This design comes from an exercise in tuning for small area and a short achievable clock period on the open sky130 flow, not from production work.
In this exercise RTL edits were held to simulation tests only and were not proved equivalent to the original.
Power figures rest on the tool's default switching activity, not on a simulated workload.

==> inputs of delta <==
==> flow/design.v (excerpt) <==
module pipelined(
    input  logic            i_clk,
    input  logic            i_reset,
    output logic [31:0]     o_pc_debug,
    output logic            o_ctrl,
    output logic            o_mispred,
    output logic            o_insn_vld,
    output logic [31:0]     o_io_ledr,
    output logic [31:0]     o_io_ledg,
    output logic [6:0]      o_io_hex0,
    output logic [6:0]      o_io_hex1,
    output logic [6:0]      o_io_hex2,
    output logic [6:0]      o_io_hex3,
    output logic [6:0]      o_io_hex4,
    output logic [6:0]      o_io_hex5,
    output logic [6:0]      o_io_hex6,
    output logic [6:0]      o_io_hex7,
    output logic [31:0]     o_io_lcd,
    input  logic [31:0]     i_io_sw,
    output logic [31:0]     o_imem_addr,
    output logic            o_imem_req,
    input  logic [31:0]     i_imem_rdata,
    output logic [31:0]     o_dmem_addr_a,
    output logic [31:0]     o_dmem_addr_b,
    output logic [31:0]     o_dmem_wdata_a,
    output logic [31:0]     o_dmem_wdata_b,
    output logic [3:0]      o_dmem_bmask_a,
    output logic [3:0]      o_dmem_bmask_b,
    output logic            o_dmem_wren_a,
    output logic            o_dmem_wren_b,
    input  logic [31:0]     i_dmem_rdata_a,
    input  logic [31:0]     i_dmem_rdata_b
);
Settings: LEC_CHECK=0, ABC_AREA=1, CAP_MARGIN=35, CORE_MARGIN=2, CORE_UTILIZATION=55, CTS_CLUSTER_DIAMETER=60, CTS_CLUSTER_SIZE=20, SLEW_MARGIN=35; clock period 18.5 ns.
standard.sh (not shown) runs the stock make flow with config.mk's settings and CLKGATE_MAP_FILE= SYNTH_SCRIPT=/design/flow/synth_recipe.tcl, a recipe that flattens the netlist after the stock synthesis.
==> flow/flow/run.sh <==
#!/bin/bash
# Layout: the standard flow (standard.sh, unchanged synthesis), with two
# layout knobs the flow settings do not reach:
#  - port buffers are sky130_fd_sc_hd__buf_2 (the default picks a delay cell);
set -euo pipefail
bash standard.sh SETUP_SLACK_MARGIN=11 "BUFFER_PORTS_ARGS=-buffer_cell sky130_fd_sc_hd__buf_2" finish > run_standard.log 2>&1
==> inputs of willow, as changes to delta <==
--- a/flow/design.v
+++ b/flow/design.v
@@ -1,11 +1,10 @@
 module alu (
     input  logic [31:0] i_operand_a,
     input  logic [31:0] i_operand_b,
     input  logic [3:0]  i_alu_op,
-    output logic [31:0] o_alu_data,
-    output logic [31:0] o_sum         
+    output logic [31:0] o_alu_data
 );
     wire [3:0] op = i_alu_op;
     wire sub    = (op == 4'd1) | (op == 4'd2) | (op == 4'd3);
     wire s_sum  = (op == 4'd0) | (op == 4'd1) | (op >= 4'd10);
     wire s_slt  = (op == 4'd2);
@@ -19,11 +18,10 @@
     wire [31:0] p  = a ^ bx;
     wire [31:0] g  = a & bx;
     wire [33:0] s  = {1'b0, a, 1'b1} + {1'b0, bx, sub};
     wire [31:0] sum  = s[32:1];
     wire        cout = s[33];
-    assign o_sum = sum;
     wire slt  = (a[31] ^ i_operand_b[31]) ? a[31] : sum[31];
     wire sltu = ~cout;
     wire        left  = (op == 4'd7);
     wire        arith = (op == 4'd9);
     logic [31:0] a_rev, sr_rev;
@@ -126,17 +124,10 @@
     input  logic [31:0] i_lsu_addr,
     input  logic [31:0] i_st_data,
     input  logic [1:0]  i_lsu_size,    
     input  logic        i_lsu_wren,
     input  logic        i_lsu_sext,    
-    input  logic        i_lsu_mis,     
-    input  logic [4:0]  i_zhi,         
-    input  logic [31:0] i_wa,          
-    input  logic [3:0]  i_ba,
-    input  logic [31:0] i_wb,          
-    input  logic [3:0]  i_bb,
-    input  logic [7:0]  i_ones,        
     output logic [LDS_N-1:0] o_ld_sel,      
     output logic [31:0] o_io_p,
     output logic [159:0] o_io_r,
     output logic [31:0] o_io_ledr,
     output logic [31:0] o_io_ledg,
@@ -174,34 +165,57 @@
     localparam int LS_SW  = 26;
     wire [1:0]  off    = i_lsu_addr[1:0];
     wire        is_w   = i_lsu_size[1];
     wire        is_h   = (i_lsu_size == 2'b01);
     wire        is_b   = (i_lsu_size == 2'b00);
-    wire        mis    = i_lsu_mis;    
+    wire        mis    = (i_lsu_size == 2'b10 && off != 2'b00) || (is_h && off[0]);
     wire        in_mem = (i_lsu_addr[31:15] == 17'd0);
     wire [29:0] waddr  = i_lsu_addr[31:2];
     assign o_dmem_addr_a = {2'b00, waddr};
-    logic [30:0] waddr_inc;
-    always_comb begin
-        for (int j = 0; j < 30; j++) begin
-            logic c;
-            c = 1'b1;
-            for (int k = 0; k < 8; k++) if (k < j / 4) c = c & i_ones[k];
-            for (int k = 0; k < 30; k++) if (k >= (j / 4) * 4 && k < j) c = c & waddr[k];
-            waddr_inc[j] = waddr[j] ^ c;
-        end
-        waddr_inc[30] = &i_ones;
-    end
-    assign o_dmem_addr_b = mis ? {1'b0, waddr_inc} : 32'd0;
+    assign o_dmem_addr_b = mis ? {1'b0, {1'b0, waddr} + 31'd1} : 32'd0;
     assign o_dmem_wren_a = i_lsu_wren;
     assign o_dmem_wren_b = i_lsu_wren & mis;
-    wire oor = !mis && !(&i_zhi);    
-    assign o_dmem_wdata_a = oor ? i_st_data : i_wa;
-    assign o_dmem_bmask_a = oor ? 4'b0000 : i_ba;
-    assign o_dmem_wdata_b = i_wb;
-    assign o_dmem_bmask_b = i_bb;
     wire [31:0] st = i_st_data;
+    always_comb begin
+        o_dmem_wdata_b = 32'd0;
+        o_dmem_bmask_b = 4'b0000;
+        if (!mis) begin
+            if (!in_mem) begin
+                o_dmem_bmask_a = 4'b0000;
+                o_dmem_wdata_a = st;
+            end else if (is_b) begin
+                o_dmem_bmask_a = 4'b0001 << off;
+                o_dmem_wdata_a = {24'd0, st[7:0]} << {off, 3'b000};
+            end else if (is_h) begin
+                o_dmem_bmask_a = off[1] ? 4'b1100 : 4'b0011;
+                o_dmem_wdata_a = off[1] ? {st[15:0], 16'd0} : {16'd0, st[15:0]};
+            end else begin
+                o_dmem_bmask_a = 4'b1111;
+                o_dmem_wdata_a = st;
+            end
+        end else if (is_w) begin
+            case (off)
+                2'b10: begin
+                    o_dmem_wdata_a = {st[15:0], 16'd0}; o_dmem_bmask_a = 4'b1100;
+                    o_dmem_wdata_b = {16'd0, st[31:16]}; o_dmem_bmask_b = 4'b0011;
+                end
+                2'b11: begin
+                    o_dmem_wdata_a = {st[7:0], 24'd0};  o_dmem_bmask_a = 4'b1000;
+                    o_dmem_wdata_b = {8'd0, st[31:8]};  o_dmem_bmask_b = 4'b0111;
+                end
+                default: begin
+                    o_dmem_wdata_a = {st[23:0], 8'd0};  o_dmem_bmask_a = 4'b1110;
+                    o_dmem_wdata_b = {24'd0, st[31:24]}; o_dmem_bmask_b = 4'b0001;
+                end
+            endcase
+        end else if (off[1]) begin    
+            o_dmem_wdata_a = {st[23:0], 8'd0};  o_dmem_bmask_a = 4'b1000;
+            o_dmem_wdata_b = {24'd0, st[31:24]}; o_dmem_bmask_b = 4'b0001;
+        end else begin                
+            o_dmem_wdata_a = {8'd0, st[15:0], 8'd0}; o_dmem_bmask_a = 4'b0110;
+        end
+    end
     logic [31:0] io_cledr, io_cledg, io_cseg0, io_cseg1, io_clcd;
     logic [31:0] io_p;
     logic [2:0]  io_pend;    
     wire io_hit = (i_lsu_addr[31:15] == 17'h02000) && (i_lsu_addr[11:0] == 12'd0)
                   && (i_lsu_addr[14:12] <= 3'd4);
@@ -303,11 +317,10 @@
     assign o_ctrl    = 1'b1;
     assign o_mispred = 1'b1;
     logic        stall;       
     logic        pc_sel;      
     logic [31:0] alu_out;
-    logic [31:0] alu_sum;     
     logic [31:0] wb_data;
     logic [1:0]  pf_state;
     logic [31:2] fetch_addr;
     logic [31:0] fifo_mem0, fifo_mem1;
     logic        fifo_wp, fifo_rp;
@@ -333,11 +346,11 @@
                 2'd0:    pf_state <= 2'd1;
                 2'd1:    pf_state <= 2'd2;
                 2'd2:    if (pc_sel) pf_state <= 2'd3;
                 default: pf_state <= 2'd0;
             endcase
-            if (pc_sel)         fetch_addr <= alu_sum[31:2];
+            if (pc_sel)         fetch_addr <= alu_out[31:2];
             else if (fetch_req) fetch_addr <= fetch_addr + 30'd1;
             if (pc_sel) begin
                 fifo_wp  <= 1'b0;
                 fifo_rp  <= 1'b0;
                 fifo_cnt <= 2'd0;
@@ -354,11 +367,11 @@
     end
     logic [31:0] pc_if;
     wire if_adv = steady & ~stall;
     always_ff @(posedge i_clk or posedge i_reset) begin
         if (i_reset)     pc_if <= '0;
-        else if (if_adv) pc_if <= pc_sel ? alu_sum : pc_if + 32'd4;
+        else if (if_adv) pc_if <= pc_sel ? alu_out : pc_if + 32'd4;
     end
     logic [31:0] id_inst;
     logic        id_vld;
     wire  [31:0] id_pc = pc_if - 32'd4;
     always_ff @(posedge i_clk or posedge i_reset) begin
@@ -533,12 +546,11 @@
     end
     alu alu_inst (
         .i_operand_a (opa),
         .i_operand_b (opb),
         .i_alu_op    (ex_alu_op),
-        .o_alu_data  (alu_out),
-        .o_sum       (alu_sum)
+        .o_alu_data  (alu_out)
     );
     wire br_eq  = (ex_rs1 == ex_rs2);
     wire br_ltu = (ex_rs1 < ex_rs2);
     wire br_lt  = (ex_rs1[31] ^ ex_rs2[31]) ? ex_rs1[31] : br_ltu;
     logic br_taken;
@@ -558,78 +570,22 @@
     logic        mem_dmem_we;
     logic [1:0]  mem_wb_sel;
     logic        mem_lsu_signed;
     logic [1:0]  mem_lsu_size;
     logic        mem_vld;
-    logic        mem_mis;
-    wire         ex_mis = (ex_lsu_size == 2'b10 && alu_sum[1:0] != 2'b00) || (ex_lsu_size == 2'b01 && alu_sum[0]);
-    logic [7:0]  mem_ones;
-    logic [7:0]  ex_ones;
-    always_comb begin
-        for (int g = 0; g < 7; g++) ex_ones[g] = &alu_sum[4*g+2 +: 4];
-        ex_ones[7] = &alu_sum[31:30];
-    end
-    always_ff @(posedge i_clk) mem_ones <= ex_ones;
-    logic [4:0]  mem_zhi;
-    logic [31:0] mem_wa, mem_wb;
-    logic [3:0]  mem_ba, mem_bb;
-    always_ff @(posedge i_clk) begin
-        logic [31:0] st;
-        logic [1:0]  off;
-        st  = ex_rs2;
-        off = alu_sum[1:0];
-        mem_wb <= 32'd0;
-        mem_bb <= 4'b0000;
-        if (!ex_mis) begin
-            if (ex_lsu_size == 2'b00) begin
-                mem_ba <= 4'b0001 << off;
-                mem_wa <= {24'd0, st[7:0]} << {off, 3'b000};
-            end else if (ex_lsu_size == 2'b01) begin
-                mem_ba <= off[1] ? 4'b1100 : 4'b0011;
-                mem_wa <= off[1] ? {st[15:0], 16'd0} : {16'd0, st[15:0]};
-            end else begin
-                mem_ba <= 4'b1111;
-                mem_wa <= st;
-            end
-        end else if (ex_lsu_size[1]) begin
-            case (off)
-                2'b10: begin
-                    mem_wa <= {st[15:0], 16'd0}; mem_ba <= 4'b1100;
-                    mem_wb <= {16'd0, st[31:16]}; mem_bb <= 4'b0011;
-                end
-                2'b11: begin
-                    mem_wa <= {st[7:0], 24'd0};  mem_ba <= 4'b1000;
-                    mem_wb <= {8'd0, st[31:8]};  mem_bb <= 4'b0111;
-                end
-                default: begin
-                    mem_wa <= {st[23:0], 8'd0};  mem_ba <= 4'b1110;
-                    mem_wb <= {24'd0, st[31:24]}; mem_bb <= 4'b0001;
-                end
-            endcase
-        end else if (off[1]) begin    
-            mem_wa <= {st[23:0], 8'd0};  mem_ba <= 4'b1000;
-            mem_wb <= {24'd0, st[31:24]}; mem_bb <= 4'b0001;
-        end else begin                
-            mem_wa <= {8'd0, st[15:0], 8'd0}; mem_ba <= 4'b0110;
-        end
-    end
-    always_ff @(posedge i_clk)
-        mem_zhi <= {~alu_sum[31], alu_sum[30:27] == 4'd0, alu_sum[26:23] == 4'd0,
-                    alu_sum[22:19] == 4'd0, alu_sum[18:15] == 4'd0};
     always_ff @(posedge i_clk) begin
         mem_rs2 <= ex_rs2; mem_rd <= ex_rd;
     end
     always_ff @(posedge i_clk or posedge i_reset) begin
         if (i_reset) begin
             mem_pc <= '0; mem_alu <= '0;
             mem_dmem_we <= 1'b0; mem_wb_sel <= '0; mem_lsu_signed <= 1'b0; mem_lsu_size <= '0;
-            mem_vld <= 1'b0; mem_reg_wen <= 1'b0; mem_mis <= 1'b0;
+            mem_vld <= 1'b0; mem_reg_wen <= 1'b0;
         end else begin
             mem_pc <= ex_pc; mem_alu <= alu_out;
             mem_dmem_we <= ex_dmem_we; mem_wb_sel <= ex_wb_sel; mem_lsu_signed <= ex_lsu_signed;
             mem_lsu_size <= ex_lsu_size; mem_vld <= ex_vld; mem_reg_wen <= ex_reg_wen;
-            mem_mis <= ex_mis;
         end
     end
     logic [31:0] io_ledr, io_ledg, io_seg0, io_seg1, io_lcd;
     lsu lsu_inst (
         .i_clk          (i_clk),
@@ -637,17 +593,10 @@
         .i_lsu_addr     (mem_alu),
         .i_st_data      (mem_rs2),
         .i_lsu_size     (mem_lsu_size),
         .i_lsu_wren     (mem_dmem_we),
         .i_lsu_sext     (~mem_lsu_signed),
-        .i_lsu_mis      (mem_mis),
-        .i_ones         (mem_ones),
-        .i_wa           (mem_wa),
-        .i_ba           (mem_ba),
-        .i_wb           (mem_wb),
-        .i_bb           (mem_bb),
-        .i_zhi          (mem_zhi),
         .o_ld_sel       (ld_sel),
         .o_io_p         (io_p),
         .o_io_r         (io_r),
         .o_io_ledr      (io_ledr),
         .o_io_ledg      (io_ledg),
==> flow/run.sh (new file) <==
#!/bin/bash
# synth_recipe.tcl (not shown) runs the flow's synth.tcl, then flattens the netlist and writes it again
# the make line also repeats each setting of config.mk as NAME=value (left out here)
make -C /OpenROAD-flow-scripts/flow DESIGN_CONFIG=/design/flow/config.mk WORK_HOME=/design/flow/orfs CLKGATE_MAP_FILE= SYNTH_SCRIPT=/design/flow/synth_recipe.tcl finish
- CAP_MARGIN: 35 -> 20
- CTS_BUF_LIST: unset -> sky130_fd_sc_hd__clkbuf_8
- CTS_CLUSTER_DIAMETER: 60 -> unset
- CTS_CLUSTER_SIZE: 20 -> unset
- SLEW_MARGIN: 35 -> 20
removed: flow/flow/run.sh
removed: flow/standard.sh
==> comparison <==
Against willow, the setup slack of delta is better by 2.4 ns. Against delta, the wire length of willow is smaller by about 4.4%. Against delta, the cell area of willow is smaller by about 0.6%. Power: willow is lower than delta (about 2.4%).
==> figures <==
Outcome: delta complete, no violations; willow complete, no violations
Total placed cells including tap cells: delta 12175; willow 11701
Multi-input combinational cell count: delta 6474; willow 6176
Filler Cell Count: delta 13365; willow 12888
Total combinational power: delta 0.00568 W; willow 0.00522 W
Inserted Clock Buffers: delta 131; willow 298
Clkbuf count: delta 176; willow 329
Count of unique library cells instantiated by Yosys: delta 79; willow 87
Root buf cell: delta sky130_fd_sc_hd__clkbuf_16; willow sky130_fd_sc_hd__clkbuf_8
Maximum achievable frequency: delta 0.133 GHz; willow 0.101 GHz

afterwards: timing with drivers on the ports:
How much do the figures lean on ideal ports? The routed layouts below were timed once more, with nothing changed but the port constraints.
Step 1: set_driving_cell puts a clkbuf_16 on i_clk and a buf_2 on each other input, an assumption about the parent block.
Step 2 adds t to the input delays and takes it off the output delays; t is the mean of the earliest and latest rising clock arrival at the registers after step 1. Input paths then give back, and output paths get back, about the clock's delay inside the block.
a / b / c = ideal / step 1 / step 2; a / b = the first two.
| run | t, ns | setup slack, ns | worst slew at a driven data input, ns |
|---|---|---|---|
| delta | 0.941 | 10.999 / 11.032 / 10.116 | 0.18 |
| willow | 1.151 | 8.597 / 8.502 / 8.212 | 0.15 |
After both steps setup and hold are still met in every run listed. The setup slack of delta, which loses most, moves by +0.033 ns with the drivers and by -0.883 ns with both steps.
